This design comes from an exercise in tuning for small area on the open sky130 flow, not from production work.
The RTL was checked by simulation tests, not by an equivalence proof against the original design.
The clock cells of run 4 come from the design's own scripts or RTL, not from TritonCTS.
The flow treats the clock pin as an ideal source. Dropping or thinning the clock tree relies on that and would not hold on a real chip.
Power and IR drop assume default switching activity.

===== flow/design.v =====
module Carry_Look_Ahead_64bit(
	input	wire	[63:0]	A, B,
	input	wire		Cin,
	output	wire	[63:0]	S,
	output	wire		Cout
);
	wire	p0;
	wire	g0;
	wire	cn1;
	wire	pn1;
	wire	gn1;
	wire	c2;
	wire	p2;
	wire	g2;
	wire	cn3;
	wire	pn3;
	wire	gn3;
	wire	c4;
	wire	Cx1;
	wire	Cy1;
	wire	pn4;
	wire	gn4;
	wire	c5;
	wire	pn5;
	wire	gn5;
	wire	h1_2;
	wire	pp1_2;
	wire	cn6;
	wire	p6;
	wire	g6;
	wire	hn1_3;
	wire	ppn1_3;
	wire	c7;
	wire	pn7;
	wire	gn7;
	wire	h1_4;
	wire	pp1_4;
	wire	bc1n;
	wire	Cx2;
	wire	Cy2;
	wire	pn8;
	wire	gn8;
	wire	c9;
	wire	pn9;
	wire	gn9;
	wire	h2_2;
	wire	pp2_2;
	wire	cn10;
	wire	p10;
	wire	g10;
	wire	hn2_3;
	wire	ppn2_3;
	wire	c11;
	wire	pn11;
	wire	gn11;
	wire	h2_4;
	wire	pp2_4;
	wire	cn12;
	wire	p12;
	wire	g12;
	wire	hn2_5;
	wire	ppn2_5;
	wire	bc2;
	wire	Cx3;
	wire	Cy3;
	wire	pn13;
	wire	gn13;
	wire	c14;
	wire	pn14;
	wire	gn14;
	wire	h3_2;
	wire	pp3_2;
	wire	cn15;
	wire	p15;
	wire	g15;
	wire	hn3_3;
	wire	ppn3_3;
	wire	c16;
	wire	pn16;
	wire	gn16;
	wire	h3_4;
	wire	pp3_4;
	wire	cn17;
	wire	p17;
	wire	g17;
	wire	hn3_5;
	wire	ppn3_5;
	wire	c18;
	wire	pn18;
	wire	gn18;
	wire	h3_6;
	wire	pp3_6;
	wire	bc3n;
	wire	Cx4;
	wire	Cy4;
	wire	pn19;
	wire	gn19;
	wire	c20;
	wire	pn20;
	wire	gn20;
	wire	h4_2;
	wire	pp4_2;
	wire	cn21;
	wire	p21;
	wire	g21;
	wire	hn4_3;
	wire	ppn4_3;
	wire	c22;
	wire	pn22;
	wire	gn22;
	wire	h4_4;
	wire	pp4_4;
	wire	cn23;
	wire	p23;
	wire	g23;
	wire	hn4_5;
	wire	ppn4_5;
	wire	c24;
	wire	pn24;
	wire	gn24;
	wire	h4_6;
	wire	pp4_6;
	wire	cn25;
	wire	p25;
	wire	g25;
	wire	hn4_7;
	wire	ppn4_7;
	wire	bc4;
	wire	Cx5;
	wire	Cy5;
	wire	pn26;
	wire	gn26;
	wire	c27;
	wire	pn27;
	wire	gn27;
	wire	h5_2;
	wire	pp5_2;
	wire	cn28;
	wire	p28;
	wire	g28;
	wire	hn5_3;
	wire	ppn5_3;
	wire	c29;
	wire	pn29;
	wire	gn29;
	wire	h5_4;
	wire	pp5_4;
	wire	cn30;
	wire	p30;
	wire	g30;
	wire	hn5_5;
	wire	ppn5_5;
	wire	c31;
	wire	pn31;
	wire	gn31;
	wire	h5_6;
	wire	pp5_6;
	wire	cn32;
	wire	p32;
	wire	g32;
	wire	hn5_7;
	wire	ppn5_7;
	wire	c33;
	wire	pn33;
	wire	gn33;
	wire	h5_8;
	wire	pp5_8;
	wire	bc5n;
	wire	Cx6;
	wire	Cy6;
	wire	pn34;
	wire	gn34;
	wire	c35;
	wire	pn35;
	wire	gn35;
	wire	h6_2;
	wire	pp6_2;
	wire	cn36;
	wire	p36;
	wire	g36;
	wire	hn6_3;
	wire	ppn6_3;
	wire	c37;
	wire	pn37;
	wire	gn37;
	wire	h6_4;
	wire	pp6_4;
	wire	cn38;
	wire	p38;
	wire	g38;
	wire	hn6_5;
	wire	ppn6_5;
	wire	c39;
	wire	pn39;
	wire	gn39;
	wire	h6_6;
	wire	pp6_6;
	wire	cn40;
	wire	p40;
	wire	g40;
	wire	hn6_7;
	wire	ppn6_7;
	wire	c41;
	wire	pn41;
	wire	gn41;
	wire	h6_8;
	wire	pp6_8;
	wire	cn42;
	wire	p42;
	wire	g42;
	wire	hn6_9;
	wire	ppn6_9;
	wire	bc6;
	wire	Cx7;
	wire	Cy7;
	wire	pn43;
	wire	gn43;
	wire	c44;
	wire	pn44;
	wire	gn44;
	wire	h7_2;
	wire	pp7_2;
	wire	cn45;
	wire	p45;
	wire	g45;
	wire	hn7_3;
	wire	ppn7_3;
	wire	c46;
	wire	pn46;
	wire	gn46;
	wire	h7_4;
	wire	pp7_4;
	wire	cn47;
	wire	p47;
	wire	g47;
	wire	hn7_5;
	wire	ppn7_5;
	wire	c48;
	wire	pn48;
	wire	gn48;
	wire	h7_6;
	wire	pp7_6;
	wire	cn49;
	wire	p49;
	wire	g49;
	wire	hn7_7;
	wire	ppn7_7;
	wire	c50;
	wire	pn50;
	wire	gn50;
	wire	h7_8;
	wire	pp7_8;
	wire	cn51;
	wire	p51;
	wire	g51;
	wire	hn7_9;
	wire	ppn7_9;
	wire	c52;
	wire	pn52;
	wire	gn52;
	wire	h7_10;
	wire	pp7_10;
	wire	bc7n;
	wire	Cx8;
	wire	Cy8;
	wire	pn53;
	wire	gn53;
	wire	c54;
	wire	pn54;
	wire	gn54;
	wire	h8_2;
	wire	pp8_2;
	wire	cn55;
	wire	p55;
	wire	g55;
	wire	hn8_3;
	wire	ppn8_3;
	wire	c56;
	wire	pn56;
	wire	gn56;
	wire	h8_4;
	wire	pp8_4;
	wire	cn57;
	wire	p57;
	wire	g57;
	wire	hn8_5;
	wire	ppn8_5;
	wire	c58;
	wire	pn58;
	wire	gn58;
	wire	h8_6;
	wire	pp8_6;
	wire	cn59;
	wire	p59;
	wire	g59;
	wire	hn8_7;
	wire	ppn8_7;
	wire	c60;
	wire	pn60;
	wire	gn60;
	wire	h8_8;
	wire	pp8_8;
	wire	cn61;
	wire	p61;
	wire	g61;
	wire	hn8_9;
	wire	ppn8_9;
	wire	c62;
	wire	pn62;
	wire	gn62;
	wire	h8_10;
	wire	pp8_10;
	wire	cn63;
	wire	p63;
	wire	g63;
	wire	hn8_11;
	wire	ppn8_11;
	wire	bc8;
	ha_pg u1(.a(A[0]), .b(B[0]), .p(p0), .g(g0));
	xor2 u2(.a(p0), .b(Cin), .y(S[0]));
	aoi21 u3(.a1(p0), .a2(Cin), .b1(g0), .y(cn1));
	xnor2 u4(.a(A[1]), .b(B[1]), .y(pn1));
	nand2 u5(.a(A[1]), .b(B[1]), .y(gn1));
	xor2 u6(.a(pn1), .b(cn1), .y(S[1]));
	oai21 u7(.a1(pn1), .a2(cn1), .b1(gn1), .y(c2));
	ha_pg u8(.a(A[2]), .b(B[2]), .p(p2), .g(g2));
	xor2 u9(.a(p2), .b(c2), .y(S[2]));
	aoi21 u10(.a1(p2), .a2(c2), .b1(g2), .y(cn3));
	xnor2 u11(.a(A[3]), .b(B[3]), .y(pn3));
	nand2 u12(.a(A[3]), .b(B[3]), .y(gn3));
	xor2 u13(.a(pn3), .b(cn3), .y(S[3]));
	oai21 u14(.a1(pn3), .a2(cn3), .b1(gn3), .y(c4));
	inv u15(.a(c4), .y(Cx1));
	inv u16(.a(Cx1), .y(Cy1));
	xnor2 u17(.a(A[4]), .b(B[4]), .y(pn4));
	nand2 u18(.a(A[4]), .b(B[4]), .y(gn4));
	xnor2 u19(.a(pn4), .b(Cy1), .y(S[4]));
	oai21 u20(.a1(pn4), .a2(Cx1), .b1(gn4), .y(c5));
	xnor2 u21(.a(A[5]), .b(B[5]), .y(pn5));
	nand2 u22(.a(A[5]), .b(B[5]), .y(gn5));
	xnor2 u23(.a(pn5), .b(c5), .y(S[5]));
	oai21 u24(.a1(pn5), .a2(gn4), .b1(gn5), .y(h1_2));
	nor2 u25(.a(pn4), .b(pn5), .y(pp1_2));
	aoi21 u26(.a1(pp1_2), .a2(Cy1), .b1(h1_2), .y(cn6));
	ha_pg u27(.a(A[6]), .b(B[6]), .p(p6), .g(g6));
	xnor2 u28(.a(p6), .b(cn6), .y(S[6]));
	aoi21 u29(.a1(p6), .a2(h1_2), .b1(g6), .y(hn1_3));
	nand2 u30(.a(pp1_2), .b(p6), .y(ppn1_3));
	oai21 u31(.a1(ppn1_3), .a2(Cx1), .b1(hn1_3), .y(c7));
	xnor2 u32(.a(A[7]), .b(B[7]), .y(pn7));
	nand2 u33(.a(A[7]), .b(B[7]), .y(gn7));
	xnor2 u34(.a(pn7), .b(c7), .y(S[7]));
	oai21 u35(.a1(pn7), .a2(hn1_3), .b1(gn7), .y(h1_4));
	nor2 u36(.a(ppn1_3), .b(pn7), .y(pp1_4));
	aoi21 u37(.a1(pp1_4), .a2(c4), .b1(h1_4), .y(bc1n));
	inv u38(.a(bc1n), .y(Cx2));
	inv u39(.a(Cx2), .y(Cy2));
	xnor2 u40(.a(A[8]), .b(B[8]), .y(pn8));
	nand2 u41(.a(A[8]), .b(B[8]), .y(gn8));
	xnor2 u42(.a(pn8), .b(Cx2), .y(S[8]));
	oai21 u43(.a1(pn8), .a2(Cy2), .b1(gn8), .y(c9));
	xnor2 u44(.a(A[9]), .b(B[9]), .y(pn9));
	nand2 u45(.a(A[9]), .b(B[9]), .y(gn9));
	xnor2 u46(.a(pn9), .b(c9), .y(S[9]));
	oai21 u47(.a1(pn9), .a2(gn8), .b1(gn9), .y(h2_2));
	nor2 u48(.a(pn8), .b(pn9), .y(pp2_2));
	aoi21 u49(.a1(pp2_2), .a2(Cx2), .b1(h2_2), .y(cn10));
	ha_pg u50(.a(A[10]), .b(B[10]), .p(p10), .g(g10));
	xnor2 u51(.a(p10), .b(cn10), .y(S[10]));
	aoi21 u52(.a1(p10), .a2(h2_2), .b1(g10), .y(hn2_3));
	nand2 u53(.a(pp2_2), .b(p10), .y(ppn2_3));
	oai21 u54(.a1(ppn2_3), .a2(Cy2), .b1(hn2_3), .y(c11));
	xnor2 u55(.a(A[11]), .b(B[11]), .y(pn11));
	nand2 u56(.a(A[11]), .b(B[11]), .y(gn11));
	xnor2 u57(.a(pn11), .b(c11), .y(S[11]));
	oai21 u58(.a1(pn11), .a2(hn2_3), .b1(gn11), .y(h2_4));
	nor2 u59(.a(ppn2_3), .b(pn11), .y(pp2_4));
	aoi21 u60(.a1(pp2_4), .a2(Cx2), .b1(h2_4), .y(cn12));
	ha_pg u61(.a(A[12]), .b(B[12]), .p(p12), .g(g12));
	xnor2 u62(.a(p12), .b(cn12), .y(S[12]));
	aoi21 u63(.a1(p12), .a2(h2_4), .b1(g12), .y(hn2_5));
	nand2 u64(.a(pp2_4), .b(p12), .y(ppn2_5));
	oai21 u65(.a1(ppn2_5), .a2(bc1n), .b1(hn2_5), .y(bc2));
	inv u66(.a(bc2), .y(Cx3));
	inv u67(.a(Cx3), .y(Cy3));
	xnor2 u68(.a(A[13]), .b(B[13]), .y(pn13));
	nand2 u69(.a(A[13]), .b(B[13]), .y(gn13));
	xnor2 u70(.a(pn13), .b(Cy3), .y(S[13]));
	oai21 u71(.a1(pn13), .a2(Cx3), .b1(gn13), .y(c14));
	xnor2 u72(.a(A[14]), .b(B[14]), .y(pn14));
	nand2 u73(.a(A[14]), .b(B[14]), .y(gn14));
	xnor2 u74(.a(pn14), .b(c14), .y(S[14]));
	oai21 u75(.a1(pn14), .a2(gn13), .b1(gn14), .y(h3_2));
	nor2 u76(.a(pn13), .b(pn14), .y(pp3_2));
	aoi21 u77(.a1(pp3_2), .a2(Cy3), .b1(h3_2), .y(cn15));
	ha_pg u78(.a(A[15]), .b(B[15]), .p(p15), .g(g15));
	xnor2 u79(.a(p15), .b(cn15), .y(S[15]));
	aoi21 u80(.a1(p15), .a2(h3_2), .b1(g15), .y(hn3_3));
	nand2 u81(.a(pp3_2), .b(p15), .y(ppn3_3));
	oai21 u82(.a1(ppn3_3), .a2(Cx3), .b1(hn3_3), .y(c16));
	xnor2 u83(.a(A[16]), .b(B[16]), .y(pn16));
	nand2 u84(.a(A[16]), .b(B[16]), .y(gn16));
	xnor2 u85(.a(pn16), .b(c16), .y(S[16]));
	oai21 u86(.a1(pn16), .a2(hn3_3), .b1(gn16), .y(h3_4));
	nor2 u87(.a(ppn3_3), .b(pn16), .y(pp3_4));
	aoi21 u88(.a1(pp3_4), .a2(Cy3), .b1(h3_4), .y(cn17));
	ha_pg u89(.a(A[17]), .b(B[17]), .p(p17), .g(g17));
	xnor2 u90(.a(p17), .b(cn17), .y(S[17]));
	aoi21 u91(.a1(p17), .a2(h3_4), .b1(g17), .y(hn3_5));
	nand2 u92(.a(pp3_4), .b(p17), .y(ppn3_5));
	oai21 u93(.a1(ppn3_5), .a2(Cx3), .b1(hn3_5), .y(c18));
	xnor2 u94(.a(A[18]), .b(B[18]), .y(pn18));
	nand2 u95(.a(A[18]), .b(B[18]), .y(gn18));
	xnor2 u96(.a(pn18), .b(c18), .y(S[18]));
	oai21 u97(.a1(pn18), .a2(hn3_5), .b1(gn18), .y(h3_6));
	nor2 u98(.a(ppn3_5), .b(pn18), .y(pp3_6));
	aoi21 u99(.a1(pp3_6), .a2(bc2), .b1(h3_6), .y(bc3n));
	inv u100(.a(bc3n), .y(Cx4));
	inv u101(.a(Cx4), .y(Cy4));
	xnor2 u102(.a(A[19]), .b(B[19]), .y(pn19));
	nand2 u103(.a(A[19]), .b(B[19]), .y(gn19));
	xnor2 u104(.a(pn19), .b(Cx4), .y(S[19]));
	oai21 u105(.a1(pn19), .a2(Cy4), .b1(gn19), .y(c20));
	xnor2 u106(.a(A[20]), .b(B[20]), .y(pn20));
	nand2 u107(.a(A[20]), .b(B[20]), .y(gn20));
	xnor2 u108(.a(pn20), .b(c20), .y(S[20]));
	oai21 u109(.a1(pn20), .a2(gn19), .b1(gn20), .y(h4_2));
	nor2 u110(.a(pn19), .b(pn20), .y(pp4_2));
	aoi21 u111(.a1(pp4_2), .a2(Cx4), .b1(h4_2), .y(cn21));
	ha_pg u112(.a(A[21]), .b(B[21]), .p(p21), .g(g21));
	xnor2 u113(.a(p21), .b(cn21), .y(S[21]));
	aoi21 u114(.a1(p21), .a2(h4_2), .b1(g21), .y(hn4_3));
	nand2 u115(.a(pp4_2), .b(p21), .y(ppn4_3));
	oai21 u116(.a1(ppn4_3), .a2(Cy4), .b1(hn4_3), .y(c22));
	xnor2 u117(.a(A[22]), .b(B[22]), .y(pn22));
	nand2 u118(.a(A[22]), .b(B[22]), .y(gn22));
	xnor2 u119(.a(pn22), .b(c22), .y(S[22]));
	oai21 u120(.a1(pn22), .a2(hn4_3), .b1(gn22), .y(h4_4));
	nor2 u121(.a(ppn4_3), .b(pn22), .y(pp4_4));
	aoi21 u122(.a1(pp4_4), .a2(Cx4), .b1(h4_4), .y(cn23));
	ha_pg u123(.a(A[23]), .b(B[23]), .p(p23), .g(g23));
	xnor2 u124(.a(p23), .b(cn23), .y(S[23]));
	aoi21 u125(.a1(p23), .a2(h4_4), .b1(g23), .y(hn4_5));
	nand2 u126(.a(pp4_4), .b(p23), .y(ppn4_5));
	oai21 u127(.a1(ppn4_5), .a2(Cy4), .b1(hn4_5), .y(c24));
	xnor2 u128(.a(A[24]), .b(B[24]), .y(pn24));
	nand2 u129(.a(A[24]), .b(B[24]), .y(gn24));
	xnor2 u130(.a(pn24), .b(c24), .y(S[24]));
	oai21 u131(.a1(pn24), .a2(hn4_5), .b1(gn24), .y(h4_6));
	nor2 u132(.a(ppn4_5), .b(pn24), .y(pp4_6));
	aoi21 u133(.a1(pp4_6), .a2(Cx4), .b1(h4_6), .y(cn25));
	ha_pg u134(.a(A[25]), .b(B[25]), .p(p25), .g(g25));
	xnor2 u135(.a(p25), .b(cn25), .y(S[25]));
	aoi21 u136(.a1(p25), .a2(h4_6), .b1(g25), .y(hn4_7));
	nand2 u137(.a(pp4_6), .b(p25), .y(ppn4_7));
	oai21 u138(.a1(ppn4_7), .a2(bc3n), .b1(hn4_7), .y(bc4));
	inv u139(.a(bc4), .y(Cx5));
	inv u140(.a(Cx5), .y(Cy5));
	xnor2 u141(.a(A[26]), .b(B[26]), .y(pn26));
	nand2 u142(.a(A[26]), .b(B[26]), .y(gn26));
	xnor2 u143(.a(pn26), .b(Cy5), .y(S[26]));
	oai21 u144(.a1(pn26), .a2(Cx5), .b1(gn26), .y(c27));
	xnor2 u145(.a(A[27]), .b(B[27]), .y(pn27));
	nand2 u146(.a(A[27]), .b(B[27]), .y(gn27));
	xnor2 u147(.a(pn27), .b(c27), .y(S[27]));
	oai21 u148(.a1(pn27), .a2(gn26), .b1(gn27), .y(h5_2));
	nor2 u149(.a(pn26), .b(pn27), .y(pp5_2));
	aoi21 u150(.a1(pp5_2), .a2(Cy5), .b1(h5_2), .y(cn28));
	ha_pg u151(.a(A[28]), .b(B[28]), .p(p28), .g(g28));
	xnor2 u152(.a(p28), .b(cn28), .y(S[28]));
	aoi21 u153(.a1(p28), .a2(h5_2), .b1(g28), .y(hn5_3));
	nand2 u154(.a(pp5_2), .b(p28), .y(ppn5_3));
	oai21 u155(.a1(ppn5_3), .a2(Cx5), .b1(hn5_3), .y(c29));
	xnor2 u156(.a(A[29]), .b(B[29]), .y(pn29));
	nand2 u157(.a(A[29]), .b(B[29]), .y(gn29));
	xnor2 u158(.a(pn29), .b(c29), .y(S[29]));
	oai21 u159(.a1(pn29), .a2(hn5_3), .b1(gn29), .y(h5_4));
	nor2 u160(.a(ppn5_3), .b(pn29), .y(pp5_4));
	aoi21 u161(.a1(pp5_4), .a2(Cy5), .b1(h5_4), .y(cn30));
	ha_pg u162(.a(A[30]), .b(B[30]), .p(p30), .g(g30));
	xnor2 u163(.a(p30), .b(cn30), .y(S[30]));
	aoi21 u164(.a1(p30), .a2(h5_4), .b1(g30), .y(hn5_5));
	nand2 u165(.a(pp5_4), .b(p30), .y(ppn5_5));
	oai21 u166(.a1(ppn5_5), .a2(Cx5), .b1(hn5_5), .y(c31));
	xnor2 u167(.a(A[31]), .b(B[31]), .y(pn31));
	nand2 u168(.a(A[31]), .b(B[31]), .y(gn31));
	xnor2 u169(.a(pn31), .b(c31), .y(S[31]));
	oai21 u170(.a1(pn31), .a2(hn5_5), .b1(gn31), .y(h5_6));
	nor2 u171(.a(ppn5_5), .b(pn31), .y(pp5_6));
	aoi21 u172(.a1(pp5_6), .a2(Cy5), .b1(h5_6), .y(cn32));
	ha_pg u173(.a(A[32]), .b(B[32]), .p(p32), .g(g32));
	xnor2 u174(.a(p32), .b(cn32), .y(S[32]));
	aoi21 u175(.a1(p32), .a2(h5_6), .b1(g32), .y(hn5_7));
	nand2 u176(.a(pp5_6), .b(p32), .y(ppn5_7));
	oai21 u177(.a1(ppn5_7), .a2(Cx5), .b1(hn5_7), .y(c33));
	xnor2 u178(.a(A[33]), .b(B[33]), .y(pn33));
	nand2 u179(.a(A[33]), .b(B[33]), .y(gn33));
	xnor2 u180(.a(pn33), .b(c33), .y(S[33]));
	oai21 u181(.a1(pn33), .a2(hn5_7), .b1(gn33), .y(h5_8));
	nor2 u182(.a(ppn5_7), .b(pn33), .y(pp5_8));
	aoi21 u183(.a1(pp5_8), .a2(bc4), .b1(h5_8), .y(bc5n));
	inv u184(.a(bc5n), .y(Cx6));
	inv u185(.a(Cx6), .y(Cy6));
	xnor2 u186(.a(A[34]), .b(B[34]), .y(pn34));
	nand2 u187(.a(A[34]), .b(B[34]), .y(gn34));
	xnor2 u188(.a(pn34), .b(Cx6), .y(S[34]));
	oai21 u189(.a1(pn34), .a2(Cy6), .b1(gn34), .y(c35));
	xnor2 u190(.a(A[35]), .b(B[35]), .y(pn35));
	nand2 u191(.a(A[35]), .b(B[35]), .y(gn35));
	xnor2 u192(.a(pn35), .b(c35), .y(S[35]));
	oai21 u193(.a1(pn35), .a2(gn34), .b1(gn35), .y(h6_2));
	nor2 u194(.a(pn34), .b(pn35), .y(pp6_2));
	aoi21 u195(.a1(pp6_2), .a2(Cx6), .b1(h6_2), .y(cn36));
	ha_pg u196(.a(A[36]), .b(B[36]), .p(p36), .g(g36));
	xnor2 u197(.a(p36), .b(cn36), .y(S[36]));
	aoi21 u198(.a1(p36), .a2(h6_2), .b1(g36), .y(hn6_3));
	nand2 u199(.a(pp6_2), .b(p36), .y(ppn6_3));
	oai21 u200(.a1(ppn6_3), .a2(Cy6), .b1(hn6_3), .y(c37));
	xnor2 u201(.a(A[37]), .b(B[37]), .y(pn37));
	nand2 u202(.a(A[37]), .b(B[37]), .y(gn37));
	xnor2 u203(.a(pn37), .b(c37), .y(S[37]));
	oai21 u204(.a1(pn37), .a2(hn6_3), .b1(gn37), .y(h6_4));
	nor2 u205(.a(ppn6_3), .b(pn37), .y(pp6_4));
	aoi21 u206(.a1(pp6_4), .a2(Cx6), .b1(h6_4), .y(cn38));
	ha_pg u207(.a(A[38]), .b(B[38]), .p(p38), .g(g38));
	xnor2 u208(.a(p38), .b(cn38), .y(S[38]));
	aoi21 u209(.a1(p38), .a2(h6_4), .b1(g38), .y(hn6_5));
	nand2 u210(.a(pp6_4), .b(p38), .y(ppn6_5));
	oai21 u211(.a1(ppn6_5), .a2(Cy6), .b1(hn6_5), .y(c39));
	xnor2 u212(.a(A[39]), .b(B[39]), .y(pn39));
	nand2 u213(.a(A[39]), .b(B[39]), .y(gn39));
	xnor2 u214(.a(pn39), .b(c39), .y(S[39]));
	oai21 u215(.a1(pn39), .a2(hn6_5), .b1(gn39), .y(h6_6));
	nor2 u216(.a(ppn6_5), .b(pn39), .y(pp6_6));
	aoi21 u217(.a1(pp6_6), .a2(Cx6), .b1(h6_6), .y(cn40));
	ha_pg u218(.a(A[40]), .b(B[40]), .p(p40), .g(g40));
	xnor2 u219(.a(p40), .b(cn40), .y(S[40]));
	aoi21 u220(.a1(p40), .a2(h6_6), .b1(g40), .y(hn6_7));
	nand2 u221(.a(pp6_6), .b(p40), .y(ppn6_7));
	oai21 u222(.a1(ppn6_7), .a2(Cy6), .b1(hn6_7), .y(c41));
	xnor2 u223(.a(A[41]), .b(B[41]), .y(pn41));
	nand2 u224(.a(A[41]), .b(B[41]), .y(gn41));
	xnor2 u225(.a(pn41), .b(c41), .y(S[41]));
	oai21 u226(.a1(pn41), .a2(hn6_7), .b1(gn41), .y(h6_8));
	nor2 u227(.a(ppn6_7), .b(pn41), .y(pp6_8));
	aoi21 u228(.a1(pp6_8), .a2(Cx6), .b1(h6_8), .y(cn42));
	ha_pg u229(.a(A[42]), .b(B[42]), .p(p42), .g(g42));
	xnor2 u230(.a(p42), .b(cn42), .y(S[42]));
	aoi21 u231(.a1(p42), .a2(h6_8), .b1(g42), .y(hn6_9));
	nand2 u232(.a(pp6_8), .b(p42), .y(ppn6_9));
	oai21 u233(.a1(ppn6_9), .a2(bc5n), .b1(hn6_9), .y(bc6));
	inv u234(.a(bc6), .y(Cx7));
	inv u235(.a(Cx7), .y(Cy7));
	xnor2 u236(.a(A[43]), .b(B[43]), .y(pn43));
	nand2 u237(.a(A[43]), .b(B[43]), .y(gn43));
	xnor2 u238(.a(pn43), .b(Cy7), .y(S[43]));
	oai21 u239(.a1(pn43), .a2(Cx7), .b1(gn43), .y(c44));
	xnor2 u240(.a(A[44]), .b(B[44]), .y(pn44));
	nand2 u241(.a(A[44]), .b(B[44]), .y(gn44));
	xnor2 u242(.a(pn44), .b(c44), .y(S[44]));
	oai21 u243(.a1(pn44), .a2(gn43), .b1(gn44), .y(h7_2));
	nor2 u244(.a(pn43), .b(pn44), .y(pp7_2));
	aoi21 u245(.a1(pp7_2), .a2(Cy7), .b1(h7_2), .y(cn45));
	ha_pg u246(.a(A[45]), .b(B[45]), .p(p45), .g(g45));
	xnor2 u247(.a(p45), .b(cn45), .y(S[45]));
	aoi21 u248(.a1(p45), .a2(h7_2), .b1(g45), .y(hn7_3));
	nand2 u249(.a(pp7_2), .b(p45), .y(ppn7_3));
	oai21 u250(.a1(ppn7_3), .a2(Cx7), .b1(hn7_3), .y(c46));
	xnor2 u251(.a(A[46]), .b(B[46]), .y(pn46));
	nand2 u252(.a(A[46]), .b(B[46]), .y(gn46));
	xnor2 u253(.a(pn46), .b(c46), .y(S[46]));
	oai21 u254(.a1(pn46), .a2(hn7_3), .b1(gn46), .y(h7_4));
	nor2 u255(.a(ppn7_3), .b(pn46), .y(pp7_4));
	aoi21 u256(.a1(pp7_4), .a2(Cy7), .b1(h7_4), .y(cn47));
	ha_pg u257(.a(A[47]), .b(B[47]), .p(p47), .g(g47));
	xnor2 u258(.a(p47), .b(cn47), .y(S[47]));
	aoi21 u259(.a1(p47), .a2(h7_4), .b1(g47), .y(hn7_5));
	nand2 u260(.a(pp7_4), .b(p47), .y(ppn7_5));
	oai21 u261(.a1(ppn7_5), .a2(Cx7), .b1(hn7_5), .y(c48));
	xnor2 u262(.a(A[48]), .b(B[48]), .y(pn48));
	nand2 u263(.a(A[48]), .b(B[48]), .y(gn48));
	xnor2 u264(.a(pn48), .b(c48), .y(S[48]));
	oai21 u265(.a1(pn48), .a2(hn7_5), .b1(gn48), .y(h7_6));
	nor2 u266(.a(ppn7_5), .b(pn48), .y(pp7_6));
	aoi21 u267(.a1(pp7_6), .a2(Cy7), .b1(h7_6), .y(cn49));
	ha_pg u268(.a(A[49]), .b(B[49]), .p(p49), .g(g49));
	xnor2 u269(.a(p49), .b(cn49), .y(S[49]));
	aoi21 u270(.a1(p49), .a2(h7_6), .b1(g49), .y(hn7_7));
	nand2 u271(.a(pp7_6), .b(p49), .y(ppn7_7));
	oai21 u272(.a1(ppn7_7), .a2(Cx7), .b1(hn7_7), .y(c50));
	xnor2 u273(.a(A[50]), .b(B[50]), .y(pn50));
	nand2 u274(.a(A[50]), .b(B[50]), .y(gn50));
	xnor2 u275(.a(pn50), .b(c50), .y(S[50]));
	oai21 u276(.a1(pn50), .a2(hn7_7), .b1(gn50), .y(h7_8));
	nor2 u277(.a(ppn7_7), .b(pn50), .y(pp7_8));
	aoi21 u278(.a1(pp7_8), .a2(Cy7), .b1(h7_8), .y(cn51));
	ha_pg u279(.a(A[51]), .b(B[51]), .p(p51), .g(g51));
	xnor2 u280(.a(p51), .b(cn51), .y(S[51]));
	aoi21 u281(.a1(p51), .a2(h7_8), .b1(g51), .y(hn7_9));
	nand2 u282(.a(pp7_8), .b(p51), .y(ppn7_9));
	oai21 u283(.a1(ppn7_9), .a2(Cx7), .b1(hn7_9), .y(c52));
	xnor2 u284(.a(A[52]), .b(B[52]), .y(pn52));
	nand2 u285(.a(A[52]), .b(B[52]), .y(gn52));
	xnor2 u286(.a(pn52), .b(c52), .y(S[52]));
	oai21 u287(.a1(pn52), .a2(hn7_9), .b1(gn52), .y(h7_10));
	nor2 u288(.a(ppn7_9), .b(pn52), .y(pp7_10));
	aoi21 u289(.a1(pp7_10), .a2(bc6), .b1(h7_10), .y(bc7n));
	inv u290(.a(bc7n), .y(Cx8));
	inv u291(.a(Cx8), .y(Cy8));
	xnor2 u292(.a(A[53]), .b(B[53]), .y(pn53));
	nand2 u293(.a(A[53]), .b(B[53]), .y(gn53));
	xnor2 u294(.a(pn53), .b(Cx8), .y(S[53]));
	oai21 u295(.a1(pn53), .a2(Cy8), .b1(gn53), .y(c54));
	xnor2 u296(.a(A[54]), .b(B[54]), .y(pn54));
	nand2 u297(.a(A[54]), .b(B[54]), .y(gn54));
	xnor2 u298(.a(pn54), .b(c54), .y(S[54]));
	oai21 u299(.a1(pn54), .a2(gn53), .b1(gn54), .y(h8_2));
	nor2 u300(.a(pn53), .b(pn54), .y(pp8_2));
	aoi21 u301(.a1(pp8_2), .a2(Cx8), .b1(h8_2), .y(cn55));
	ha_pg u302(.a(A[55]), .b(B[55]), .p(p55), .g(g55));
	xnor2 u303(.a(p55), .b(cn55), .y(S[55]));
	aoi21 u304(.a1(p55), .a2(h8_2), .b1(g55), .y(hn8_3));
	nand2 u305(.a(pp8_2), .b(p55), .y(ppn8_3));
	oai21 u306(.a1(ppn8_3), .a2(Cy8), .b1(hn8_3), .y(c56));
	xnor2 u307(.a(A[56]), .b(B[56]), .y(pn56));
	nand2 u308(.a(A[56]), .b(B[56]), .y(gn56));
	xnor2 u309(.a(pn56), .b(c56), .y(S[56]));
	oai21 u310(.a1(pn56), .a2(hn8_3), .b1(gn56), .y(h8_4));
	nor2 u311(.a(ppn8_3), .b(pn56), .y(pp8_4));
	aoi21 u312(.a1(pp8_4), .a2(Cx8), .b1(h8_4), .y(cn57));
	ha_pg u313(.a(A[57]), .b(B[57]), .p(p57), .g(g57));
	xnor2 u314(.a(p57), .b(cn57), .y(S[57]));
	aoi21 u315(.a1(p57), .a2(h8_4), .b1(g57), .y(hn8_5));
	nand2 u316(.a(pp8_4), .b(p57), .y(ppn8_5));
	oai21 u317(.a1(ppn8_5), .a2(Cy8), .b1(hn8_5), .y(c58));
	xnor2 u318(.a(A[58]), .b(B[58]), .y(pn58));
	nand2 u319(.a(A[58]), .b(B[58]), .y(gn58));
	xnor2 u320(.a(pn58), .b(c58), .y(S[58]));
	oai21 u321(.a1(pn58), .a2(hn8_5), .b1(gn58), .y(h8_6));
	nor2 u322(.a(ppn8_5), .b(pn58), .y(pp8_6));
	aoi21 u323(.a1(pp8_6), .a2(Cx8), .b1(h8_6), .y(cn59));
	ha_pg u324(.a(A[59]), .b(B[59]), .p(p59), .g(g59));
	xnor2 u325(.a(p59), .b(cn59), .y(S[59]));
	aoi21 u326(.a1(p59), .a2(h8_6), .b1(g59), .y(hn8_7));
	nand2 u327(.a(pp8_6), .b(p59), .y(ppn8_7));
	oai21 u328(.a1(ppn8_7), .a2(Cy8), .b1(hn8_7), .y(c60));
	xnor2 u329(.a(A[60]), .b(B[60]), .y(pn60));
	nand2 u330(.a(A[60]), .b(B[60]), .y(gn60));
	xnor2 u331(.a(pn60), .b(c60), .y(S[60]));
	oai21 u332(.a1(pn60), .a2(hn8_7), .b1(gn60), .y(h8_8));
	nor2 u333(.a(ppn8_7), .b(pn60), .y(pp8_8));
	aoi21 u334(.a1(pp8_8), .a2(Cx8), .b1(h8_8), .y(cn61));
	ha_pg u335(.a(A[61]), .b(B[61]), .p(p61), .g(g61));
	xnor2 u336(.a(p61), .b(cn61), .y(S[61]));
	aoi21 u337(.a1(p61), .a2(h8_8), .b1(g61), .y(hn8_9));
	nand2 u338(.a(pp8_8), .b(p61), .y(ppn8_9));
	oai21 u339(.a1(ppn8_9), .a2(Cy8), .b1(hn8_9), .y(c62));
	xnor2 u340(.a(A[62]), .b(B[62]), .y(pn62));
	nand2 u341(.a(A[62]), .b(B[62]), .y(gn62));
	xnor2 u342(.a(pn62), .b(c62), .y(S[62]));
	oai21 u343(.a1(pn62), .a2(hn8_9), .b1(gn62), .y(h8_10));
	nor2 u344(.a(ppn8_9), .b(pn62), .y(pp8_10));
	aoi21 u345(.a1(pp8_10), .a2(Cx8), .b1(h8_10), .y(cn63));
	ha_pg u346(.a(A[63]), .b(B[63]), .p(p63), .g(g63));
	xnor2 u347(.a(p63), .b(cn63), .y(S[63]));
	aoi21 u348(.a1(p63), .a2(h8_10), .b1(g63), .y(hn8_11));
	nand2 u349(.a(pp8_10), .b(p63), .y(ppn8_11));
	oai21 u350(.a1(ppn8_11), .a2(bc7n), .b1(hn8_11), .y(bc8));
	assign Cout = bc8;
endmodule
module ha_pg(input wire a, input wire b, output wire p, output wire g);
	assign p = a ^ b;
	assign g = a & b;
endmodule
module xor2(input wire a, input wire b, output wire y);
	assign y = a ^ b;
endmodule
module xnor2(input wire a, input wire b, output wire y);
	assign y = ~(a ^ b);
endmodule
module nand2(input wire a, input wire b, output wire y);
	assign y = ~(a & b);
endmodule
module nor2(input wire a, input wire b, output wire y);
	assign y = ~(a | b);
endmodule
module inv(input wire a, output wire y);
	assign y = ~a;
endmodule
module aoi21(input wire a1, input wire a2, input wire b1, output wire y);
	assign y = ~(a1 & a2 | b1);
endmodule
module oai21(input wire a1, input wire a2, input wire b1, output wire y);
	assign y = ~((a1 | a2) & b1);
endmodule
module cla64_reg(
	input	wire		clk,
	input	wire	[63:0]	A,
	input	wire	[63:0]	B,
	input	wire		Cin,
	output	reg	[63:0]	S,
	output	reg		Cout
);
	wire	[64:0]	sum;
	reg	[64:0]	sum_r;
Carry_Look_Ahead_64bit u_add(.A(A), .B(B), .Cin(Cin), .S(sum[63:0]), .Cout(sum[64]));
always @(posedge clk) begin
	sum_r <= sum;
	{Cout, S} <= sum_r;
end
endmodule

===== flow/flow/run.sh =====
#!/bin/bash
# Standard ORFS layout (the standard.sh) with changes that only affect
# how the layout is built:
#  - after floorplanning, every combinational cell is swapped for the
#    smallest cell of its family (downsize.tcl); the flow's timing repair
#    then sizes up only the cells that need it,
#  - port buffers use the smallest buffer cell,
#  - the clock tree uses small clock buffers and no dummy loads,
#  - after global routing, cells on paths with slack are downsized
#    (ORFS's power recovery step).
set -euo pipefail
export BUFFER_PORTS_ARGS="-buffer_cell sky130_fd_sc_hd__buf_1"
export CTS_ARGS="-sink_clustering_enable -repair_clock_nets -buf_list {sky130_fd_sc_hd__clkbuf_2 sky130_fd_sc_hd__clkbuf_4 sky130_fd_sc_hd__clkbuf_8} -dont_use_dummy_load"
export RECOVER_POWER=100
here=$(pwd)
bash standard.sh floorplan > flow_make_floorplan.log 2>&1
res=$here/orfs/results/$FLOW_PLATFORM/cla64_reg/base
cp $res/2_floorplan.odb $res/2_floorplan_synth_sizes.odb
ODB_IN=$res/2_floorplan_synth_sizes.odb ODB_OUT=$res/2_floorplan.odb \
  openroad -no_init -exit flow/downsize.tcl > downsize.log 2>&1
bash standard.sh > flow_make.log 2>&1

===== flow/flow/downsize.tcl =====
# Swap every combinational cell of the synthesized netlist for the smallest
# cell of its family (same function, lower drive strength), so that later
# timing repair sizes up only the cells that need it.
# usage: openroad -exit downsize.tcl   (env ODB_IN, ODB_OUT)
read_db $::env(ODB_IN)
set db [ord::get_db]
set block [ord::get_db_block]
array set best {}
foreach lib [$db getLibs] {
  foreach m [$lib getMasters] {
    set n [$m getName]
    if {![regexp {^(sky130_fd_sc_hd__[a-z0-9]+)_([0-9]+)$} $n -> base drive]} { continue }
    set a [expr {[$m getWidth] * [$m getHeight]}]
    if {![info exists best($base)] || $a < [lindex $best($base) 1]} {
      set best($base) [list $m $a]
    }
  }
}
set n 0
foreach inst [$block getInsts] {
  set m [$inst getMaster]
  set name [$m getName]
  if {![regexp {^(sky130_fd_sc_hd__[a-z0-9]+)_([0-9]+)$} $name -> base drive]} { continue }
  if {[string match "*df*" $base] || [string match "*clk*" $base] || [string match "*tap*" $base]} { continue }
  set a [expr {[$m getWidth] * [$m getHeight]}]
  set b $best($base)
  if {[lindex $b 1] < $a} {
    $inst swapMaster [lindex $b 0]
    incr n
  }
}
puts "downsize: swapped $n instances"
write_db $::env(ODB_OUT)

===== flow/standard.sh =====
#!/bin/bash
# synth_recipe.tcl (not shown) runs the flow's synth.tcl, then flattens the netlist and writes it again
# the make line also repeats each setting of config.mk as NAME=value (left out here)
make -C /OpenROAD-flow-scripts/flow DESIGN_CONFIG=/design/flow/config.mk WORK_HOME=/design/flow/orfs CLKGATE_MAP_FILE= SYNTH_SCRIPT=/design/flow/synth_recipe.tcl "${@:-finish}"

===== flow/config.mk =====
export PLATFORM = sky130hd
export DESIGN_NAME = cla64_reg
export DESIGN_NICKNAME = cla64_reg
export VERILOG_FILES = /design/flow/design.v
export SDC_FILE = /design/flow/constraint.sdc
export NUM_CORES = 4
export LEC_CHECK = 0
export ABC_CLOCK_PERIOD_IN_PS = 3000
export CAP_MARGIN = 20
export CORE_MARGIN = 2
export CORE_UTILIZATION = 60
export GPL_TIMING_DRIVEN = 0
export SLEW_MARGIN = 20
export SYNTH_HIERARCHICAL = 1
export SYNTH_MINIMUM_KEEP_SIZE = 0

===== flow/constraint.sdc =====
create_clock -name core_clock -period 3.0 [get_ports {clk}]
set_input_delay 0.6000 -clock core_clock [delete_from_list [all_inputs] [get_ports {clk}]]
set_output_delay 0.6000 -clock core_clock [all_outputs]
set_load 0.01 [all_outputs]

==> flow_summary.ini, run 1 <==
[detailed_routing]
avgViaCountPerCell = 4.83
wire_per_inst_microns = 11.6
antenna_left = 0
drt_iter0_drc = 66
drt_wl_total_microns = 9260
drc_errors = 0
vias = 3862
first_pass_iters = 6

[cts]
clock_sinks = 130
cts_made_buffers = 17
clk_pin_slew_ns = 0.07
clk_root_buffer_cell = clkbuf_8
insertion_delay_ns = 0.41
clk_path_buf_depth = 2
htree_levels = 4
cts_tree = done
cts_hold_buf = 0

[worst_setup_path]
r2r_cells = 0
path_class = input pin to flop
endpoint = sum_r[54]
setup.worst_path.start = A[0]
startpoint_type = input pin
cp_max_fo = 7
r2r_start = sum_r[63]
r2r_end = S[63]
r2r_setup_slack_ns = 2.58
arrival_ns = 3.13
critPathCaptureType = flop
worst_ep_required_time_ns = 3.30

[grt]
grt_usage_pct = 20.4
grt_max_degree = 17
grt_pass1_wl_microns = 13900
grt_pass1_vias = 3448
grt-ovfl-total = 0
antenna_found_initial = 0

[synthesis]
synth_area_sq_um = 5000
synth_seq_cells = 130
synth_warnings = 7
syn-num-nets = 636
ys_types = 9
syn_inst = 480
seq_area_frac_synth_pct = 52.0
syn_avg_cell_area_sq_um = 10.4

[die]
coreArea_sq_um = 8130
ioPinCount = 195
rows = 33
die_h_microns = 95.3
dieArea_sq_um = 9080
dieWidth_microns = 95.3
initial_core_util_pct = 61.5

[worst_hold_path]
hold_path.class = flop to flop

[finish]
antenna_cells = 0
stdcell_count = 800
drive_above_1_share_pct = 4.75
syn_to_final_growth_pct = 19.2
nets = 853

[timing]
finalCriticalPeriod_ns = 2.83
max_freq_ghz = 0.354
fin_tns_setup_ns = 0
max_slew_margin_pct = 75.2
setup_slack_ns = 0.171
slew_violations = 0
setup_viol = 0
period_share_pct = 94.3
clock_skew_ns = 0.0160
worstMarginPinSlew_ns = 0.369
hold_violations = 0

[placement]
gp_congestion = 0.806
io_buffers = 194
placed_cells = 779
pre_cts_ws_ns = -0.635
hpwlAfterDp_microns = 7470

[job]
drv_cap = 0

[power]
peakVddDrop_mv = 0.365
power_density_nw_per_um2 = 683
p_leak_nw = 2.29

[outcome]
status = no timing/DRC/antenna violations
cells in the final DEF (no fill, tap or decap):
master,synthesis,final
clkbuf_8,0,17
ha_1,26,26
nor2_1,28,28
a21oi_2,54,6
o21ai_1,62,58
xnor2_1,98,98
o21ai_2,0,4
nand2_1,62,62
buf_4,0,4
dfxtp_1,130,130
inv_2,0,1
xor2_1,4,4
buf_1,0,194
a21oi_1,0,48
inv_1,16,14
inv_4,0,1
layer usage:
metal / wire length [microns] / GRT usage, % / up-vias
met1: 3590 / 19.9 / 1697
met3: 897 / 8.54 / 12
met4: 122 / 11.1 / 0
li1: - / - / 2018
met5: 0 / 0 / -
met2: 4650 / 36.2 / 135
kinds of logic (layout without fill, tap and decap cells):
group,count (synthesis),after routing,synth area share (%)
and+or+nand+nor,90,90,6.75
buffers and inverters,16,231,1.20
xor gates and xnor gates,102,102,17.9
DFF,130,130,52.0
adders and majority gates,26,26,6.50
AOI/OAI and AO/OA,116,116,15.7
sequential cells by signal, summed over array words and instances (netlist names):
signal,count
Cout,1
sum_r,65
S,64
per-stage QoR:
| step | util [%] | hold slack, ns | cell area (sq um) | power (mW) |
|---|---|---|---|---|
| after CTS | 72.6 | 0.314 | 5900 | 4.10 |
| after floorplan | - | 0.310 | 5000 | 2.83 |
| final | 73.3 | 0.310 | 5960 | 4.08 |
| after global routing | 73.3 | 0.307 | 5960 | 4.31 |
| after global placement | 69.6 | 0.310 | 5660 | 3.06 |
| after detailed placement | 69.6 | 0.312 | 5660 | 3.10 |
Yosys stat by module, one instance, submodules excluded, excerpt:
module,times used,area [sq um],cells,flip-flops and latches
cla64_reg,1,2600,130,130
nor2,28,3.75,1,0
xnor2,98,8.76,1,0
ha_pg,26,12.5,1,0
inv,16,3.75,1,0
nand2,62,3.75,1,0
oai21,62,5.00,1,0
xor2,4,8.76,1,0
aoi21,54,8.76,1,0
cells in the mapped netlist, drive strengths merged:
library cell,count,area (sq um)
xnor2,98,858
ha,26,325
nor2,28,105
a21oi,54,473
xor2,4,35.0
dfxtp,130,2600
nand2,62,233
inv,16,60.1
o21ai,62,310
worst max-delay path, stage by stage:
cell and delay [ns]:
buf_1 0.08, ha_1 0.33, a21oi_2 0.15, o21ai_1 0.14, a21oi_2 0.21, o21ai_2 0.10
a21oi_2 0.20, o21ai_2 0.10, a21oi_2 0.18, o21ai_2 0.10, a21oi_2 0.19, o21ai_2 0.11
a21oi_2 0.18, inv_2 0.11, inv_4 0.10, o21ai_1 0.09, xnor2_1 0.14
power breakdown:
group          leakage (nW)  switching, mW  internal (mW)
Sequential             1.10         0.0830           2.13
Combinational          1.07          0.505          0.360
Clock                 0.122          0.506          0.496
Total                  2.29           1.09           2.98
repair_timing:
item,CTS,global route
pin swaps,0,6
setup buffers,0,4
setup endpoints to repair,14,25
gates cloned,0,0
resized for setup,4,8
worst min path at each step:
stage                         start    end  slack (ns)  depth (start not counted)
after floorplan           sum_r[64]   Cout        0.31                          0
after global placement     sum_r[6]   S[6]        0.31                          0
after detailed placement  sum_r[42]  S[42]        0.31                          0
after CTS                 sum_r[33]  S[33]        0.31                          0
after global routing      sum_r[33]  S[33]        0.31                          0
final                     sum_r[26]  S[26]        0.31                          0
layout make-up:
type / count / area, sq um
clock buffers: 17 / 234
flip-flops and latches: 130 / 2600
well taps: 105 / 131
fillers: 634 / 2170
inverters: 16 / 62.6
multi-input cells: 334 / 2170
repair buffers: 198 / 758
==> inputs of run 2 (changes only) <==
--- a/flow/flow/run.sh
+++ b/flow/flow/run.sh
@@ -10,7 +10,7 @@
 #    (ORFS's power recovery step).
 set -euo pipefail
 export BUFFER_PORTS_ARGS="-buffer_cell sky130_fd_sc_hd__buf_1"
-export CTS_ARGS="-sink_clustering_enable -repair_clock_nets -buf_list {sky130_fd_sc_hd__clkbuf_2 sky130_fd_sc_hd__clkbuf_4 sky130_fd_sc_hd__clkbuf_8} -dont_use_dummy_load"
+export CTS_ARGS="-sink_clustering_enable -repair_clock_nets -buf_list sky130_fd_sc_hd__clkbuf_4 -dont_use_dummy_load"
 export RECOVER_POWER=100
 here=$(pwd)
 bash standard.sh floorplan > flow_make_floorplan.log 2>&1
--- a/flow/config.mk
+++ b/flow/config.mk
@@ -8,7 +8,7 @@
 export ABC_CLOCK_PERIOD_IN_PS = 3000
 export CAP_MARGIN = 20
 export CORE_MARGIN = 2
-export CORE_UTILIZATION = 60
+export CORE_UTILIZATION = 80
 export GPL_TIMING_DRIVEN = 0
 export SLEW_MARGIN = 20
 export SYNTH_HIERARCHICAL = 1
==> flow_summary.ini, run 2 <==
[outcome]
status = aborted with a tool error
haltStage = global routing (5_1_grt)
error = [ERROR GRT-0116] Global routing finished with congestion. Check the congestion regions in the DRC Viewer.

[cts]
clock_sinks = 130
clk_root_buffer_cell = clkbuf_4
clk_path_buf_depth = 2
cts_made_buffers = 17
cts_hold_buf = 0
htree_levels = 4

[synthesis]
seq_area_frac_synth_pct = 52.0
synth_common_cells = 130 x dfxtp_1, 98 x xnor2_1, 62 x nand2_1, 62 x o21ai_1, 54 x a21oi_2
synth_area_sq_um = 5000
synth_largest_area_cell = dfxtp_1
synthArstFlopShare_pct = 0
synth_fa_ha_area_share_pct = 6.50
synth.most_common_cell = dfxtp_1
synth_top_family_by_area = XOR/XNOR gates
syn_avg_cell_area_sq_um = 10.4
yosys-mux-area-fraction_pct = 0
synth_warnings = 7
synth-edff-count = 0
synth_compound_area_share_pct = 15.7
ys_types = 9
syn-num-nets = 636
yosys.area_share.simple_pct = 6.75
syn_inst = 480
synth_xor_area_share_pct = 17.9
synth_seq_cells = 130
synth_area_leaders = dfxtp_1 52%, xnor2_1 17%, a21oi_2 9.5%, ha_1 6.5%, o21ai_1 6.2%
synth.top_cell.area_share_pct = 52.0
synthFlopType = dfxtp_1

[grt]
grt_pass1_wl_microns = 38900
grt_max_degree = 17
grt_pass1_vias = 6623
grt-ovfl-total = 88
grt_usage_pct = 74.0

[placement]
place_area_sq_um = 5620
hpwlAfterDp_microns = 10600
pre_cts_ws_ns = -0.809
placed_cells = 749
io_buffers = 194
gp_congestion = 0.932

[die]
rows = 28
ioPinCount = 195
initial_core_util_pct = 83.5
die_h_microns = 83.1
dieWidth_microns = 83.1
run 2: modules after synthesis, one instance, submodules excluded, excerpt:
module	cell area [sq um]	flops+latches	cells inside	times used
aoi21	8.76	0	1	54
cla64_reg	2600	130	130	1
ha_pg	12.5	0	1	26
inv	3.75	0	1	16
nand2	3.75	0	1	62
nor2	3.75	0	1	28
oai21	5.00	0	1	62
xnor2	8.76	0	1	98
xor2	8.76	0	1	4
run 2: repair_timing:
| action | CTS |
|---|---|
| buffers inserted | 1 |
| resized for setup | 14 |
| pin swaps | 1 |
| endpoints found under the setup margin | 29 |
| cloned | 0 |
run 2: kinds of logic after synthesis:
group | after synthesis
buf+inv | 16
simple gates | 90
compound gates | 116
fa+ha+maj | 26
xor+xnor | 102
flops | 130
run 2: metal layers:
metal  GRT usage [%]  GRT overflow
met5            3.79             0
met4            87.8            35
met3            48.9             1
met2            97.7            52
met1            69.4             0
run 2: stage by stage:
stage | power [mW] | util (%)
2_1_floorplan | 2.83 | -
3_3_place_gp | 3.05 | 93.8
3_5_place_dp | 3.16 | 93.8
4_1_cts | 4.00 | 97.1
run 2: worst min-delay path by stage:
| stage | start | endpoint | cells past startpoint |
|---|---|---|---|
| 3_3_place_gp | sum_r[7] | S[7] | 0 |
| 3_5_place_dp | sum_r[32] | S[32] | 0 |
| 4_1_cts | sum_r[17] | S[17] | 0 |
| 2_1_floorplan | sum_r[64] | Cout | 0 |
run 2: power groups by stage:
stage	Sequential, mW	Combinational [mW]	Clock, mW
detailed placement	2.27	0.890	0
floorplan	2.34	0.489	0
CTS	2.25	0.970	0.781
global placement	2.23	0.815	0
==> inputs of run 3 (changes only) <==
--- a/flow/config.mk
+++ b/flow/config.mk
@@ -8,7 +8,7 @@
 export ABC_CLOCK_PERIOD_IN_PS = 3000
 export CAP_MARGIN = 20
 export CORE_MARGIN = 2
-export CORE_UTILIZATION = 80
+export CORE_UTILIZATION = 60
 export GPL_TIMING_DRIVEN = 0
 export SLEW_MARGIN = 20
 export SYNTH_HIERARCHICAL = 1
==> flow_summary.ini, run 3 <==
[synthesis]
syn_avg_cell_area_sq_um = 10.4
syn_inst = 480
synthFlopType = dfxtp_1
synth_common_cells = 130 x dfxtp_1, 98 x xnor2_1, 62 x nand2_1, 62 x o21ai_1, 54 x a21oi_2
synth-edff-count = 0
ys_types = 9
seq_area_frac_synth_pct = 52.0
synth_warnings = 7
synthArstFlopShare_pct = 0
synth_area_leaders = dfxtp_1 52%, xnor2_1 17%, a21oi_2 9.5%, ha_1 6.5%, o21ai_1 6.2%
synth.most_common_cell = dfxtp_1
synth_area_sq_um = 5000
synth.top_cell.area_share_pct = 52.0
syn-num-nets = 636
synth_seq_cells = 130
synth_largest_area_cell = dfxtp_1

[finish]
nets = 849
fin_area_sq_um = 5820
syn_to_final_growth_pct = 16.4
mostFrequentLayoutCells = 194 x buf_1, 130 x dfxtp_1, 98 x xnor2_1
antenna_cells = 0
largest_reg_flops = 65
final_common_cell = buf_1
fill_cells = 664
max_flop_register = sum_r
drive_above_1_share_pct = 4.05

[grt]
grt_usage_pct = 20.1
grt_pass1_wl_microns = 13800
antenna_found_initial = 0
grt_max_degree = 17
grt-ovfl-total = 0
grt_pass1_vias = 3452

[worst_setup_path]
r2r_cells = 0
r2r_end = S[63]
critPathCaptureType = flop
arrival_ns = 3.17
cp_max_fo = 7
startpoint_type = input pin
r2r_setup_slack_ns = 2.56
worst_ep_required_time_ns = 3.41
path_class = input pin to flop
r2r_start = sum_r[63]

[worst_hold_path]
hold_path.class = flop to flop
hold_depth = 0
min_from = sum_r[33]
hold_end = S[33]

[power]
p_sw_share_pct = 27.5
power_density_nw_per_um2 = 647
clkPwrFrac_pct = 19.1
p_leak_nw = 2.23
p_total_mw = 3.77
comb_power_share_pct = 22.4
intPower_mw = 2.73
p_seq_share_pct = 58.5
peakVddDrop_mv = 0.263
p_switching_mw = 1.04

[detailed_routing]
avgViaCountPerCell = 4.77
drt_iter0_drc = 63
drt_wl_total_microns = 8960
wire_per_inst_microns = 11.3
antenna_left = 0
vias = 3796
drc_errors = 0
first_pass_iters = 5

[timing]
setup_slack_ns = 0.243
hold_violations = 0
slew_violations = 0
clock_skew_ns = 0.0268
worstMarginPinSlew_ns = 0.347
finalCriticalPeriod_ns = 2.76
max_slew_margin_pct = 76.7
max_freq_ghz = 0.363
setup_viol = 0
rsz0062_at_grt = false
period_share_pct = 91.9

[placement]
pre_cts_ws_ns = -0.635
place_area_sq_um = 5660
hpwlAfterDp_microns = 7470
io_buffers = 194
gp_congestion = 0.806

[die]
dieArea_sq_um = 9080
ioPinCount = 195
rows = 33
coreArea_sq_um = 8130
dieWidth_microns = 95.3
die_h_microns = 95.3
initial_core_util_pct = 61.5

[cts]
clk_root_buffer_cell = clkbuf_4
insertion_delay_ns = 0.48
htree_levels = 4
cts_hold_buf = 0
clk_pin_slew_ns = 0.10
post_cts_buffers = 0
cts_tree = done
clk_path_buf_depth = 2
cts_made_buffers = 17
clock_sinks = 130

[job]
drv_cap = 0

[outcome]
status = no timing/DRC/antenna violations
[run 3: cell counts after synthesis]
No cell type changed its count.
[run 3: area by class of cell]
type                    instances  area (sq um)  share of cell area [%]
clock buffers                  17           128                    2.19
inverters                      16          60.1                    1.03
multi-input cells             334          2170                    37.3
flip-flops and latches        130          2600                    44.7
well taps                     105           131                    2.26
repair buffers                194           728                    12.5
[run 3: logic make-up after synthesis]
logic type	share of synthesized area (%)
AOI/OAI and AO/OA	15.7
xor gates and xnor gates	17.9
adders and majority gates	6.50
buffers and inverters	1.20
DFF	52.0
and+or+nand+nor	6.75
[run 3: per-layer routing]
metal / share of wire [%] / global-route usage (%)
met5: 0 / 0
met4: 1.3 / 9.42
met3: 9.2 / 9.17
met2: 50 / 36.2
met1: 39 / 19.5
[run 3: critical path, cell delays in order]
cell and delay [ns]:
buf_1 0.08, ha_1 0.32, a21oi_2 0.08, o21ai_1 0.22, a21oi_2 0.10, o21ai_1 0.24, a21oi_2 0.11, o21ai_2 0.19
a21oi_2 0.09, o21ai_2 0.19, a21oi_2 0.09, o21ai_2 0.21, a21oi_2 0.09, inv_2 0.15, inv_2 0.09, o21ai_1 0.18
xnor2_1 0.14
[run 3: per-module statistics from Yosys (local to each module, per instance), a selection]
module | flip-flops and latches | copies in the design | area (sq um)
aoi21 | 0 | 54 | 8.76
cla64_reg | 130 | 1 | 2600
ha_pg | 0 | 26 | 12.5
inv | 0 | 16 | 3.75
nand2 | 0 | 62 | 3.75
nor2 | 0 | 28 | 3.75
oai21 | 0 | 62 | 5.00
xnor2 | 0 | 98 | 8.76
xor2 | 0 | 4 | 8.76
[run 3: stage by stage]
stage | TNS, ns | hold slack [ns] | std cells | utilization (%)
final | 0 | 0.308 | 796 | 71.6
after global routing | 0 | 0.300 | 796 | 71.6
after detailed placement | -11.23 | 0.312 | 779 | 69.6
after CTS | 0 | 0.284 | 796 | 71.2
after floorplan | 0 | 0.310 | 480 | -
after global placement | -11.02 | 0.310 | 779 | 69.6
[run 3: power groups by stage]
stage	sequential, mW	clock [mW]	combinational (mW)
after floorplan	2.34	0	0.489
after global placement	2.24	0	0.826
after detailed placement	2.25	0	0.845
after CTS	2.21	0.762	0.851
after global routing	2.24	0.828	0.944
final	2.20	0.719	0.844
[run 3: worst max-delay path by stage]
stage | slack [ns] | end | startpoint | cells past startpoint
2_1_floorplan | 0.09 | sum_r[54] | A[0] | 16
3_3_place_gp | -0.63 | sum_r[54] | A[0] | 17
3_5_place_dp | -0.64 | sum_r[58] | A[0] | 17
4_1_cts | 0.06 | sum_r[54] | A[0] | 17
5_1_grt | 0.03 | sum_r[62] | A[0] | 17
6_report | 0.24 | sum_r[62] | A[0] | 17
[run 3: what timing repair did]
item	in CTS	in global routing
resized for setup	3	7
gates cloned	0	0
setup endpoints to repair	5	25
==> inputs of run 4 (changes only) <==
--- a/flow/flow/run.sh
+++ b/flow/flow/run.sh
@@ -5,14 +5,18 @@
 #    smallest cell of its family (downsize.tcl); the flow's timing repair
 #    then sizes up only the cells that need it,
 #  - port buffers use the smallest buffer cell,
-#  - the clock tree uses small clock buffers and no dummy loads,
+#  - the clock tree is a balanced two-level tree of small clock buffers
+#    (mycts.tcl, through ORFS's PRE_CTS_TCL hook) instead of TritonCTS's,
 #  - after global routing, cells on paths with slack are downsized
 #    (ORFS's power recovery step).
 set -euo pipefail
+here=$(pwd)
 export BUFFER_PORTS_ARGS="-buffer_cell sky130_fd_sc_hd__buf_1"
-export CTS_ARGS="-sink_clustering_enable -repair_clock_nets -buf_list sky130_fd_sc_hd__clkbuf_4 -dont_use_dummy_load"
+export PRE_CTS_TCL=$here/flow/cts_hook.tcl
+export MYCTS_DIR=$here/flow
+export MYCTS_NX=3 MYCTS_NY=4
+export MYCTS_LEAF=sky130_fd_sc_hd__clkbuf_4 MYCTS_ROOT=sky130_fd_sc_hd__clkbuf_4
 export RECOVER_POWER=100
-here=$(pwd)
 bash standard.sh floorplan > flow_make_floorplan.log 2>&1
 res=$here/orfs/results/$FLOW_PLATFORM/cla64_reg/base
 cp $res/2_floorplan.odb $res/2_floorplan_synth_sizes.odb
==> flow/flow/cts_hook.tcl (new file) <==
# PRE_CTS_TCL hook: build the clock tree with mycts.tcl instead of TritonCTS.
# The rest of ORFS's CTS step (timing repair, detailed placement) runs as usual.
source $::env(MYCTS_DIR)/mycts.tcl
rename clock_tree_synthesis tritoncts_clock_tree_synthesis
proc clock_tree_synthesis { args } {
  mycts_build
  set_propagated_clock [all_clocks]
}
==> flow/flow/mycts.tcl (new file) <==
# A small two-level clock tree, used in place of TritonCTS: the clock port
# drives one root clock buffer, which drives one leaf clock buffer per group
# of flip-flops; the flip-flops are split into groups by position (columns,
# then rows within a column).  Leaves sit at their group's centroid, the root
# at the centroid of the leaves.  Settings (environment):
#   MYCTS_NX, MYCTS_NY   groups across and up (default 2 x 2)
#   MYCTS_LEAF, MYCTS_ROOT  buffer cells
proc mycts_env { name default } {
  if { [info exists ::env($name)] && $::env($name) ne "" } { return $::env($name) }
  return $default
}

proc mycts_build { } {
  set nx [mycts_env MYCTS_NX 2]
  set ny [mycts_env MYCTS_NY 2]
  set leafm_name [mycts_env MYCTS_LEAF sky130_fd_sc_hd__clkbuf_8]
  set rootm_name [mycts_env MYCTS_ROOT sky130_fd_sc_hd__clkbuf_4]
  set db [ord::get_db]
  set block [ord::get_db_block]
  set leafm [$db findMaster $leafm_name]
  set rootm [$db findMaster $rootm_name]
  set clknet [$block findNet clk]
  set sinks {}
  foreach it [$clknet getITerms] {
    set inst [$it getInst]
    set loc [$inst getLocation]
    lappend sinks [list $it [lindex $loc 0] [lindex $loc 1]]
  }
  set n [llength $sinks]
  set sinks [lsort -integer -index 1 $sinks]
  set groups {}
  for { set cx 0 } { $cx < $nx } { incr cx } {
    set lo [expr { $cx * $n / $nx }]
    set hi [expr { ($cx + 1) * $n / $nx - 1 }]
    set col [lsort -integer -index 2 [lrange $sinks $lo $hi]]
    set m [llength $col]
    for { set cy 0 } { $cy < $ny } { incr cy } {
      set l2 [expr { $cy * $m / $ny }]
      set h2 [expr { ($cy + 1) * $m / $ny - 1 }]
      lappend groups [lrange $col $l2 $h2]
    }
  }
  # root buffer, fed by the clock port
  set root [odb::dbInst_create $block $rootm "mycts_root"]
  set rootnet [odb::dbNet_create $block "mycts_root_net"]
  $rootnet setSigType CLOCK
  [$root findITerm A] connect $clknet
  [$root findITerm X] connect $rootnet
  set sx 0; set sy 0; set k 0
  foreach g $groups {
    set gx 0; set gy 0
    foreach s $g { incr gx [lindex $s 1]; incr gy [lindex $s 2] }
    set gx [expr { $gx / [llength $g] }]
    set gy [expr { $gy / [llength $g] }]
    set leaf [odb::dbInst_create $block $leafm "mycts_leaf_$k"]
    set net [odb::dbNet_create $block "mycts_leaf_net_$k"]
    $net setSigType CLOCK
    [$leaf findITerm A] connect $rootnet
    [$leaf findITerm X] connect $net
    foreach s $g {
      set it [lindex $s 0]
      $it disconnect
      $it connect $net
    }
    $leaf setLocation $gx $gy
    $leaf setPlacementStatus PLACED
    incr sx $gx; incr sy $gy; incr k
  }
  $root setLocation [expr { $sx / $k }] [expr { $sy / $k }]
  $root setPlacementStatus PLACED
  $clknet setSigType CLOCK
  puts "mycts: $n sinks, $k leaf buffers ($leafm_name), root $rootm_name"
}
--- a/flow/config.mk
+++ b/flow/config.mk
@@ -8,7 +8,7 @@
 export ABC_CLOCK_PERIOD_IN_PS = 3000
 export CAP_MARGIN = 20
 export CORE_MARGIN = 2
-export CORE_UTILIZATION = 60
+export CORE_UTILIZATION = 66
 export GPL_TIMING_DRIVEN = 0
 export SLEW_MARGIN = 20
 export SYNTH_HIERARCHICAL = 1
==> flow_summary.ini, run 4 <==
[outcome]
status = no timing/DRC/antenna violations

[synthesis]
synth.most_common_cell = dfxtp_1
synth_xor_area_share_pct = 17.9
synth_area_sq_um = 5000
synthFlopType = dfxtp_1
syn-num-nets = 636
syn_inst = 480
synth_fa_ha_area_share_pct = 6.50
synth_compound_area_share_pct = 15.7
synthArstFlopShare_pct = 0
ys_types = 9
synth.top_cell.area_share_pct = 52.0
yosys-mux-area-fraction_pct = 0
synth_area_leaders = dfxtp_1 52%, xnor2_1 17%, a21oi_2 9.5%, ha_1 6.5%, o21ai_1 6.2%
syn_avg_cell_area_sq_um = 10.4
synth_warnings = 7
yosys.area_share.simple_pct = 6.75
synth_largest_area_cell = dfxtp_1
synth_top_family_by_area = XOR/XNOR gates
seq_area_frac_synth_pct = 52.0
synth_common_cells = 130 x dfxtp_1, 98 x xnor2_1, 62 x nand2_1, 62 x o21ai_1, 54 x a21oi_2
synth_seq_cells = 130
synth-edff-count = 0

[worst_setup_path]
r2r_end = S[11]
endpoint = sum_r[56]
startpoint_type = input pin
arrival_ns = 3.17
path_class = input pin to flop
worst_ep_required_time_ns = 3.37
r2r_start = sum_r[11]
setup.worst_path.start = A[0]
cp_max_fo = 7
critPathCaptureType = flop
r2r_cells = 0
r2r_setup_slack_ns = 2.58

[die]
dieArea_sq_um = 8290
dieWidth_microns = 91.1
coreArea_sq_um = 7290
rows = 31
ioPinCount = 195
die_h_microns = 91.1
initial_core_util_pct = 68.6

[finish]
nets = 845
largest_reg_flops = 65
syn_to_final_growth_pct = 15.8
mostFrequentLayoutCells = 194 x buf_1, 130 x dfxtp_1, 97 x xnor2_1
max_flop_register = sum_r
final_common_cell = buf_1
antenna_cells = 0
fin_area_sq_um = 5790
stdcell_count = 786
drive_above_1_share_pct = 3.64

[grt]
grt_pass1_vias = 3750
antenna_found_initial = 0
grt_max_degree = 13
grt-ovfl-total = 0
grt_usage_pct = 21.6
grt_pass1_wl_microns = 15100

[timing]
setup_slack_ns = 0.205
rsz0062_at_grt = false
hold_violations = 0
setup_viol = 0
finalCriticalPeriod_ns = 2.80
clock_skew_ns = 0.0106
max_slew_margin_pct = 72.6
worstMarginPinSlew_ns = 0.408
slew_violations = 0
max_freq_ghz = 0.358
period_share_pct = 93.2

[power]
p_leak_nw = 2.22
peakVddDrop_mv = 0.316
p_total_mw = 3.73
power_density_nw_per_um2 = 645

[placement]
gp_congestion = 0.889
io_buffers = 194
place_area_sq_um = 5650
pre_cts_ws_ns = -0.599
hpwlAfterDp_microns = 7740
placed_cells = 773

[detailed_routing]
avgViaCountPerCell = 4.95
drc_errors = 0
first_pass_iters = 5
antenna_left = 0
drt_iter0_drc = 116
drt_wl_total_microns = 9570
wire_per_inst_microns = 12.2
vias = 3892

[cts]
clk_pin_slew_ns = 0.12
insertion_delay_ns = 0.48
post_cts_buffers = 0

[job]
drv_cap = 0

[worst_hold_path]
hold_path.class = flop to flop
[run 4: cell counts after synthesis]
Identical to the previous run, type by type.
[run 4: modules after synthesis (local to each module, per instance), excerpt]
module / cell area (sq um) / flip-flops and latches / cells inside / times used
ha_pg: 12.5 / 0 / 1 / 26
aoi21: 8.76 / 0 / 1 / 54
xnor2: 8.76 / 0 / 1 / 98
xor2: 8.76 / 0 / 1 / 4
cla64_reg: 2600 / 130 / 130 / 1
oai21: 5.00 / 0 / 1 / 62
inv: 3.75 / 0 / 1 / 16
nor2: 3.75 / 0 / 1 / 28
nand2: 3.75 / 0 / 1 / 62
[run 4: how the worst min path moves through the flow]
| stage | from | to | slack (ns) | cells past startpoint |
|---|---|---|---|---|
| final | sum_r[42] | S[42] | 0.33 | 0 |
| after detailed placement | sum_r[12] | S[12] | 0.31 | 0 |
| after global placement | sum_r[55] | S[55] | 0.31 | 0 |
| after floorplan | sum_r[64] | Cout | 0.31 | 0 |
| after global routing | sum_r[44] | S[44] | 0.34 | 0 |
| after CTS | Cin | sum_r[0] | 0.31 | 2 |
[run 4: report_power, final]
group          internal [mW]  switching (mW)
logic                  0.350           0.502
registers               2.12          0.0866
clock network          0.200           0.476
[run 4: final cells by class]
cell class | count | area (sq um)
flip-flops and latches | 130 | 2600
multi-input cells | 334 | 2180
fillers | 489 | 1500
repair buffers | 194 | 728
well taps | 99 | 124
plain buffers | 13 | 97.6
inverters | 16 | 60.1
[run 4: repair_timing]
item                       4_1_cts  5_1_grt
gates resized for setup          2        9
hold buffers                     0        0
setup endpoints to repair        6       20
gates cloned                     0        0
pin swaps                        0        1
[run 4: per-layer routing]
metal / track usage [%] / vias to the layer above / share of wire, %
li1: - / 2002 / -
met1: 23.4 / 1728 / 39
met2: 40.8 / 144 / 50
met3: 5.81 / 18 / 8.5
met4: 6.44 / 0 / 2.6
met5: 0 / - / 0
[run 4: cells by family (layout without fill, tap and decap cells)]
group           after synthesis  in the layout
xor+xnor                    102            102
simple gates                 90             90
flops                       130            130
buf+inv                      16            223
fa+ha+maj                    26             26
compound gates              116            116
[run 4: stage by stage]
stage / utilization [%] / setup TNS (ns) / hold WS [ns]
floorplan: - / 0 / 0.310
global placement: 77.5 / -10.16 / 0.310
detailed placement: 77.5 / -11.34 / 0.312
CTS: 78.9 / 0 / 0.311
global route: 79.4 / 0 / 0.336
finish: 79.4 / 0 / 0.328
[run 4: critical path: stages]
cell and delay [ns]:
buf_1 0.08, ha_1 0.33, a21oi_2 0.18, o21ai_1 0.13, a21oi_2 0.20, o21ai_2 0.10
a21oi_2 0.19, o21ai_1 0.14, a21oi_2 0.20, o21ai_2 0.10, a21oi_2 0.17, o21ai_2 0.10
a21oi_2 0.17, inv_2 0.11, inv_2 0.11, o21ai_0 0.11, xnor2_1 0.14

Re-timed with assumed drivers on the ports (clkbuf_16 on the clock, buf_2 on other inputs), run 4 has 0.205 ns of setup slack against 0.205 ns with ideal ports, and -0.299 ns once port delays also move by the mid clock arrival of 0.504 ns.
